This is an optimization exercise on Yosys and OpenROAD, whose aim is small area, a short achievable clock period and few clock cycles per item, not a production implementation.
At most, simulation tests tie the RTL to the original design; equivalence was not proved.

==> flow/design.v (excerpt) <==
module NTT #(
  parameter KYBER_K = 2,
  parameter KYBER_N = 256,
  parameter KYBER_Q = 3329,
  parameter COEFF_SZ = 16
)(
  input clk,
  input reset_n,
  input enable,
  input [COEFF_SZ-1 : 0] Coef_RData,
  output reg  [7 : 0] Coef_RAd,
  output reg  [0 : 0] Coef_WEN,
  output reg  [7 : 0] Coef_WAd,
  output reg  [COEFF_SZ-1 : 0] Coef_WData,
  output reg Poly_NTT_done
);
For scale: ~2,200 cells after synthesis, about 53 I/O pins, ~22,000 sq um of cells after synthesis.
==> module NTT, before the edit <==
module NTT #(
  parameter KYBER_K = 2,
  parameter KYBER_N = 256,
  parameter KYBER_Q = 3329,
  parameter COEFF_SZ = 16
)(
  input clk,
  input reset_n,
  input enable,
  input [COEFF_SZ-1 : 0] Coef_RData,
  output reg  [7 : 0] Coef_RAd,
  output reg  [0 : 0] Coef_WEN,
  output reg  [7 : 0] Coef_WAd,
  output reg  [COEFF_SZ-1 : 0] Coef_WData,
  output reg Poly_NTT_done
);
function [7:0] addr;
  input [7:0] G;
  input [1:0] xsel;
  case (G[7:6])
    2'd0:    addr = {xsel, G[5:0]};
    2'd1:    addr = {G[5], xsel, G[4:0]};
    2'd2:    addr = {G[5:3], xsel, G[2:0]};
    default: addr = {G[5:1], xsel, G[0]};
  endcase
endfunction
function [6:0] zidx1;
  input [7:0] G;
  case (G[7:6])
    2'd0:    zidx1 = 7'd1;
    2'd1:    zidx1 = {6'd1, G[5]};
    2'd2:    zidx1 = {4'd1, G[5:3]};
    default: zidx1 = {2'd1, G[5:1]};
  endcase
endfunction
function [6:0] zidx2;
  input [7:0] G;
  case (G[7:6])
    2'd1:    zidx2 = {5'd1, G[5], 1'b0};
    2'd2:    zidx2 = {3'd1, G[5:3], 1'b0};
    default: zidx2 = {1'd1, G[5:1], 1'b0};
  endcase
endfunction
reg       running;
reg [3:0] sl;             
reg [8:0] nF;             
wire [7:0] nFm1 = nF[7:0] - 8'd1;
reg       wdbl;           
wire [3:0] ns = {sl[2:0], sl[3]};    
wire [7:0] rG   = (ns[0] | ns[2]) ? nF[7:0] : nFm1;
wire [1:0] rsel = {ns[0] | ns[1], ns[0] | ns[2]};
wire [7:0] raddr_n = addr(rG, rsel);
reg  [6:0] zidx;
reg  [6:0] zidx_n;
always @(*)
  case (1'b1)
    ns[1]:   zidx_n = zidx1(nF[7:0]);
    ns[2]:   zidx_n = zidx1(nFm1);
    ns[3]:   zidx_n = zidx2(nFm1);
    default: zidx_n = {zidx[6:1], 1'b1};
  endcase
wire [11:0] zeta;
Zeta M0 (.clka(clk), .addra(zidx), .douta(zeta));
reg  [8:0] wP;
wire       wuseP = wdbl ? (ns[2] | ns[3]) : (ns[0] | ns[2]);
wire [8:0] wPm1 = wP - 9'd1;
wire [8:0] wG = wuseP ? wP : wPm1;
reg  [1:0] wsel;
always @(*)
  case (1'b1)
    ns[0]:   wsel = 2'd1;
    ns[1]:   wsel = wdbl ? 2'd3 : 2'd0;
    ns[2]:   wsel = wdbl ? 2'd0 : 2'd3;
    default: wsel = 2'd2;
  endcase
wire       wvalid = wdbl ? (~wG[8] & (wG[7:6] != 2'd0)) : (wG[8:6] == 3'd0);
wire [7:0] waddr_n = addr(wG[7:0], wsel);
wire       wd_o0 = wdbl ? (ns[2] | ns[3]) : (ns[0] | ns[1]);
reg  [15:0] V, RD, RD2, O0, O1, X, Y;
wire [15:0] rS, rC, o0, o1;
wire        rk;
reg  [15:0] u;            
Montgomery_Reduce P0 (.clk(clk), .v(V), .zeta(zeta), .rS(rS), .rC(rC), .rk(rk));
Butterfly BF (.u(u), .rS(rS), .rC(rC), .rk(rk), .o0(o0), .o1(o1));
always @(posedge clk) begin
  if (sl[1] | sl[2])  V <= Coef_RData;
  else if (sl[3])     V <= O0;
  else                V <= X;
  RD  <= Coef_RData;
  RD2 <= RD;
  if (sl[1] | sl[2]) u <= RD2;
  else if (sl[3])    u <= o0;
  else               u <= O1;
  O0 <= o0;
  O1 <= o1;
  X  <= O1;
  Y  <= X;
  zidx <= zidx_n;
  Coef_WData <= wd_o0 ? O0 : Y;
  Coef_WAd <= waddr_n;
end
always @(posedge clk) begin
  if (running) begin
    sl       <= ns;
    Coef_RAd <= raddr_n;
    if (sl[2]) begin
      nF   <= nF + 9'd1;
      if (nF == 9'd66) wdbl <= 1'b1;
      else wP <= wP + 9'd1;
    end
  end else begin
    sl       <= 4'd1;
    nF       <= 9'd0;
    wP       <= 9'h1fe;
    wdbl     <= 1'b0;
    Coef_RAd <= addr(8'd0, 2'd3);
  end
end
wire last = ns[2] && nF == 9'd259;    
always @(posedge clk, negedge reset_n) begin
  if (!reset_n) begin
    running       <= 1'b0;
    Coef_WEN      <= 1'b0;
    Poly_NTT_done <= 1'b0;
  end else begin
    Poly_NTT_done <= running && last;
    Coef_WEN      <= running && !last && wvalid;
    if (running) begin
      if (last) running <= 1'b0;
    end else if (enable)
      running <= 1'b1;
  end
end
endmodule
clock: 8.0 ns
lec_check: 0
cap_margin: 20
core_margin: 2
core_utilization: 55
cts_buf_list: sky130_fd_sc_hd__clkbuf_16
cts_cluster_diameter: 100
cts_cluster_size: 30
place_density: 0.7
setup_slack_margin: 5
slew_margin: 20
synth_hierarchical: 1
synth_minimum_keep_size: 0
run.sh (not shown) runs the stock make flow with config.mk's settings and CLKGATE_MAP_FILE= SYNTH_SCRIPT=/design/flow/synth_recipe.tcl, a recipe that flattens the netlist after the stock synthesis.
Rerun with:
--- a/flow/design.v
+++ b/flow/design.v
@@ -1757,11 +1757,11 @@
 endfunction
 reg       running;
 reg [3:0] sl;             
-reg [8:0] nF;             
-wire [7:0] nFm1 = nF[7:0] - 8'd1;
+reg [8:0] nF, nFm1;       
+reg [7:0] nFm2;           
 reg       wdbl;           
 wire [3:0] ns = {sl[2:0], sl[3]};    
-wire [7:0] rG   = (ns[0] | ns[2]) ? nF[7:0] : nFm1;
+wire [7:0] rG   = (ns[0] | ns[2]) ? nF[7:0] : nFm1[7:0];
 wire [1:0] rsel = {ns[0] | ns[1], ns[0] | ns[2]};
 wire [7:0] raddr_n = addr(rG, rsel);
 reg  [6:0] zidx;
@@ -1769,16 +1769,15 @@
 always @(*)
   case (1'b1)
     ns[1]:   zidx_n = zidx1(nF[7:0]);
-    ns[2]:   zidx_n = zidx1(nFm1);
-    ns[3]:   zidx_n = zidx2(nFm1);
-    default: zidx_n = {zidx[6:1], 1'b1};
+    ns[2]:   zidx_n = zidx1(nFm1[7:0]);
+    ns[3]:   zidx_n = zidx2(nFm1[7:0]);
+    default: zidx_n = zidx2(nFm2) | 7'd1;
   endcase
 wire [11:0] zeta;
 Zeta M0 (.clka(clk), .addra(zidx), .douta(zeta));
-reg  [8:0] wP;
+reg  [8:0] wP, wQ;
 wire       wuseP = wdbl ? (ns[2] | ns[3]) : (ns[0] | ns[2]);
-wire [8:0] wPm1 = wP - 9'd1;
-wire [8:0] wG = wuseP ? wP : wPm1;
+wire [8:0] wG = wuseP ? wP : wQ;
 reg  [1:0] wsel;
 always @(*)
   case (1'b1)
@@ -1819,13 +1818,21 @@
     Coef_RAd <= raddr_n;
     if (sl[2]) begin
       nF   <= nF + 9'd1;
+      nFm1 <= nF;
+      nFm2 <= nFm1[7:0];
       if (nF == 9'd66) wdbl <= 1'b1;
-      else wP <= wP + 9'd1;
+      else begin
+        wP <= wP + 9'd1;
+        wQ <= wP;
+      end
     end
   end else begin
     sl       <= 4'd1;
     nF       <= 9'd0;
+    nFm1     <= 9'h1ff;
+    nFm2     <= 8'hfe;
     wP       <= 9'h1fe;
+    wQ       <= 9'h1fd;
     wdbl     <= 1'b0;
     Coef_RAd <= addr(8'd0, 2'd3);
   end
What happened: The changed run went through all stages and came out clean; global-route usage came out lower by 0.49 points; clock-buffer cell count does not change; synthesized cell count goes up by a few percent; first-iteration DRC count went down by a few percent.
No functional check of the RTL was part of any run of this note.

========
NTT, a different RTL version from the one above (not shown whole).
For scale: about 2200 cells after synthesis, roughly 390 flip-flops, ~53 I/O pins.
==> module NTT, before the edit <==
module NTT #(
  parameter KYBER_K = 2,
  parameter KYBER_N = 256,
  parameter KYBER_Q = 3329,
  parameter COEFF_SZ = 16
)(
  input clk,
  input reset_n,
  input enable,
  input [COEFF_SZ-1 : 0] Coef_RData,
  output reg  [7 : 0] Coef_RAd,
  output reg  [0 : 0] Coef_WEN,
  output reg  [7 : 0] Coef_WAd,
  output reg  [COEFF_SZ-1 : 0] Coef_WData,
  output reg Poly_NTT_done
);
function [7:0] addr;
  input [7:0] G;
  input [1:0] xsel;
  case (G[7:6])
    2'd0:    addr = {xsel, G[5:0]};
    2'd1:    addr = {G[5], xsel, G[4:0]};
    2'd2:    addr = {G[5:3], xsel, G[2:0]};
    default: addr = {G[5:1], xsel, G[0]};
  endcase
endfunction
function [6:0] zidx1;
  input [7:0] G;
  case (G[7:6])
    2'd0:    zidx1 = 7'd1;
    2'd1:    zidx1 = {6'd1, G[5]};
    2'd2:    zidx1 = {4'd1, G[5:3]};
    default: zidx1 = {2'd1, G[5:1]};
  endcase
endfunction
function [6:0] zidx2;
  input [7:0] G;
  case (G[7:6])
    2'd1:    zidx2 = {5'd1, G[5], 1'b0};
    2'd2:    zidx2 = {3'd1, G[5:3], 1'b0};
    default: zidx2 = {1'd1, G[5:1], 1'b0};
  endcase
endfunction
reg       running;
reg [3:0] sl;             
reg [8:0] nF, nFm1;       
reg       wdbl;           
wire [3:0] ns = {sl[2:0], sl[3]};    
wire [7:0] rG   = (ns[0] | ns[3]) ? nF[7:0] : nFm1[7:0];
wire [1:0] rsel = {ns[0] | ns[1], ns[0] | ns[3]};
wire [7:0] raddr_n = addr(rG, rsel);
reg  [6:0] zidx;
reg  [6:0] zidx_n;
always @(*)
  case (1'b1)
    ns[1]:   zidx_n = zidx1(nF[7:0]);
    ns[2]:   zidx_n = zidx1(nFm1[7:0]);
    ns[3]:   zidx_n = zidx2(nFm1[7:0]);
    default: zidx_n = {zidx[6:1], 1'b1};
  endcase
wire [11:0] zeta;
Zeta M0 (.clka(clk), .addra(zidx), .douta(zeta));
reg  [8:0] wP, wQ;
wire       wuseP = wdbl ? (ns[2] | ns[3]) : (ns[0] | ns[3]);
wire [8:0] wG = wuseP ? wP : wQ;
reg  [1:0] wsel;
always @(*)
  case (1'b1)
    ns[0]:   wsel = wdbl ? 2'd3 : 2'd1;
    ns[1]:   wsel = wdbl ? 2'd1 : 2'd0;
    ns[2]:   wsel = wdbl ? 2'd0 : 2'd2;
    default: wsel = wdbl ? 2'd2 : 2'd3;
  endcase
wire       wvalid = wdbl ? (~wG[8] & (wG[7:6] != 2'd0)) : (wG[8:6] == 3'd0);
wire [7:0] waddr_n = addr(wG[7:0], wsel);
wire       wd_o0 = wdbl ? (ns[2] | ns[3]) : (ns[0] | ns[1]);
wire       wd_x  = wdbl ? ns[0] : ns[2];
reg  [15:0] V, U0, U1, O0, O1, X, Y;
wire [15:0] rS, rC, o0, o1;
wire        rk;
reg  [15:0] u;            
Montgomery_Reduce P0 (.clk(clk), .v(V), .zeta(zeta), .rS(rS), .rC(rC), .rk(rk));
Butterfly BF (.u(u), .rS(rS), .rC(rC), .rk(rk), .o0(o0), .o1(o1));
always @(posedge clk) begin
  if (sl[1] | sl[2])  V <= Coef_RData;
  else if (sl[3])     V <= O0;
  else                V <= X;
  if (sl[0]) U1 <= Coef_RData;
  if (sl[3]) U0 <= Coef_RData;
  if (sl[1])      u <= U1;
  else if (sl[2]) u <= U0;
  else if (sl[3]) u <= o0;
  else            u <= O1;
  O0 <= o0;
  O1 <= o1;
  X  <= O1;
  if (sl[0] | sl[2]) Y <= X;
  zidx <= zidx_n;
  if (wd_o0)     Coef_WData <= O0;
  else if (wd_x) Coef_WData <= X;
  else           Coef_WData <= Y;
  Coef_WAd <= waddr_n;
end
always @(posedge clk) begin
  if (running) begin
    sl       <= ns;
    Coef_RAd <= raddr_n;
    if (sl[2]) begin
      nF   <= nF + 9'd1;
      nFm1 <= nF;
      if (nF == 9'd66) wdbl <= 1'b1;
      else begin
        wP <= wP + 9'd1;
        wQ <= wP;
      end
    end
  end else begin
    sl       <= 4'd1;
    nF       <= 9'd0;
    nFm1     <= 9'h1ff;
    wP       <= 9'h1fe;
    wQ       <= 9'h1fd;
    wdbl     <= 1'b0;
    Coef_RAd <= addr(8'd0, 2'd3);
  end
end
wire last = ns[2] && nF == 9'd259;    
always @(posedge clk, negedge reset_n) begin
  if (!reset_n) begin
    running       <= 1'b0;
    Coef_WEN      <= 1'b0;
    Poly_NTT_done <= 1'b0;
  end else begin
    Poly_NTT_done <= running && last;
    Coef_WEN      <= running && !last && wvalid;
    if (running) begin
      if (last) running <= 1'b0;
    end else if (enable)
      running <= 1'b1;
  end
end
endmodule
==> flow/config.mk <==
export PLATFORM = sky130hd
export DESIGN_NAME = NTT
export DESIGN_NICKNAME = NTT
export VERILOG_FILES = /design/flow/design.v
export SDC_FILE = /design/flow/constraint.sdc
export NUM_CORES = 8
export LEC_CHECK = 0
export CAP_MARGIN = 20
export CORE_MARGIN = 2
export CORE_UTILIZATION = 40
export PLACE_DENSITY = 0.6
export SETUP_SLACK_MARGIN = 5
export SLEW_MARGIN = 20
export SYNTH_HIERARCHICAL = 1
export SYNTH_MINIMUM_KEEP_SIZE = 0
==> flow/constraint.sdc <==
create_clock -name core_clock -period 8.0 [get_ports {clk}]
set_input_delay 1.6000 -clock core_clock [delete_from_list [all_inputs] [get_ports {clk}]]
set_output_delay 1.6000 -clock core_clock [all_outputs]
set_load 0.01 [all_outputs]
Rerun with:
--- a/flow/design.v
+++ b/flow/design.v
@@ -1491,19 +1491,18 @@
 Zeta M0 (.clka(clk), .addra(zidx), .douta(zeta));
 reg  [8:0] wP, wQ;
-wire       wuseP = wdbl ? (ns[2] | ns[3]) : (ns[0] | ns[3]);
+wire       wuseP = wdbl ? (ns[2] | ns[3]) : (ns[0] | ns[2]);
 wire [8:0] wG = wuseP ? wP : wQ;
 reg  [1:0] wsel;
 always @(*)
   case (1'b1)
-    ns[0]:   wsel = wdbl ? 2'd3 : 2'd1;
-    ns[1]:   wsel = wdbl ? 2'd1 : 2'd0;
-    ns[2]:   wsel = wdbl ? 2'd0 : 2'd2;
-    default: wsel = wdbl ? 2'd2 : 2'd3;
+    ns[0]:   wsel = 2'd1;
+    ns[1]:   wsel = wdbl ? 2'd3 : 2'd0;
+    ns[2]:   wsel = wdbl ? 2'd0 : 2'd3;
+    default: wsel = 2'd2;
   endcase
 wire       wvalid = wdbl ? (~wG[8] & (wG[7:6] != 2'd0)) : (wG[8:6] == 3'd0);
 wire [7:0] waddr_n = addr(wG[7:0], wsel);
 wire       wd_o0 = wdbl ? (ns[2] | ns[3]) : (ns[0] | ns[1]);
-wire       wd_x  = wdbl ? ns[0] : ns[2];
-reg  [15:0] V, U0, U1, O0, O1, X, Y;
+reg  [15:0] V, RD, U0, O0, O1, X, Y;
 wire [15:0] rS, rC, o0, o1;
 wire        rk;
@@ -1515,7 +1514,7 @@
   else if (sl[3])     V <= O0;
   else                V <= X;
-  if (sl[0]) U1 <= Coef_RData;
+  RD <= Coef_RData;
   if (sl[3]) U0 <= Coef_RData;
-  if (sl[1])      u <= U1;
+  if (sl[1])      u <= RD;
   else if (sl[2]) u <= U0;
   else if (sl[3]) u <= o0;
@@ -1524,9 +1523,7 @@
   O1 <= o1;
   X  <= O1;
-  if (sl[0] | sl[2]) Y <= X;
+  Y  <= X;
   zidx <= zidx_n;
-  if (wd_o0)     Coef_WData <= O0;
-  else if (wd_x) Coef_WData <= X;
-  else           Coef_WData <= Y;
+  Coef_WData <= wd_o0 ? O0 : Y;
   Coef_WAd <= waddr_n;
 end
Result: Final area decreases by 1.9%; final cell count decreases by 0.89%; first-iteration DRC count decreases by 6.0%; die area decreases by 1.4%; critical path depth does not change; worst hold slack gets better by 0.0035 ns; via count decreases by 2.1%; routed wire length is about the same; register-to-register slack barely changes.
Testbench counts after the change, summed over its fixed seeds: cycles 33,248, ntts 32.
No functional check of the RTL was part of the first run of this note.

separate check: timing with driven ports:
How much do the figures lean on ideal ports? The routed layouts below were timed once more, with nothing changed but the port constraints. Step 1 (the two cells are an assumption about what drives the block):
set clk [get_ports {clk}]
set_driving_cell -lib_cell sky130_fd_sc_hd__clkbuf_16 $clk
set_driving_cell -lib_cell sky130_fd_sc_hd__buf_2 [delete_from_list [all_inputs] $clk]
Step 2 adds t to the input delays and takes it off the output delays; t is the mean of the earliest and latest rising clock arrival at the registers after step 1. Input paths then give back, and output paths get back, about the clock's delay inside the block. Slacks: ideal / step 1 / step 2; pairs: ideal / step 1.
run	shift t [ns]	setup WS [ns]	worst slew at a driven data input, ns
the first run of note 1	0.567	4.993 / 4.993 / 4.993	0.08
the second run of note 1	0.579	5.037 / 5.037 / 5.037	0.09
the first run of note 2	0.613	5.053 / 5.053 / 5.053	0.06
the second run of note 2	0.607	5.048 / 5.048 / 5.048	0.05
After both steps setup and hold are still met in every run listed.
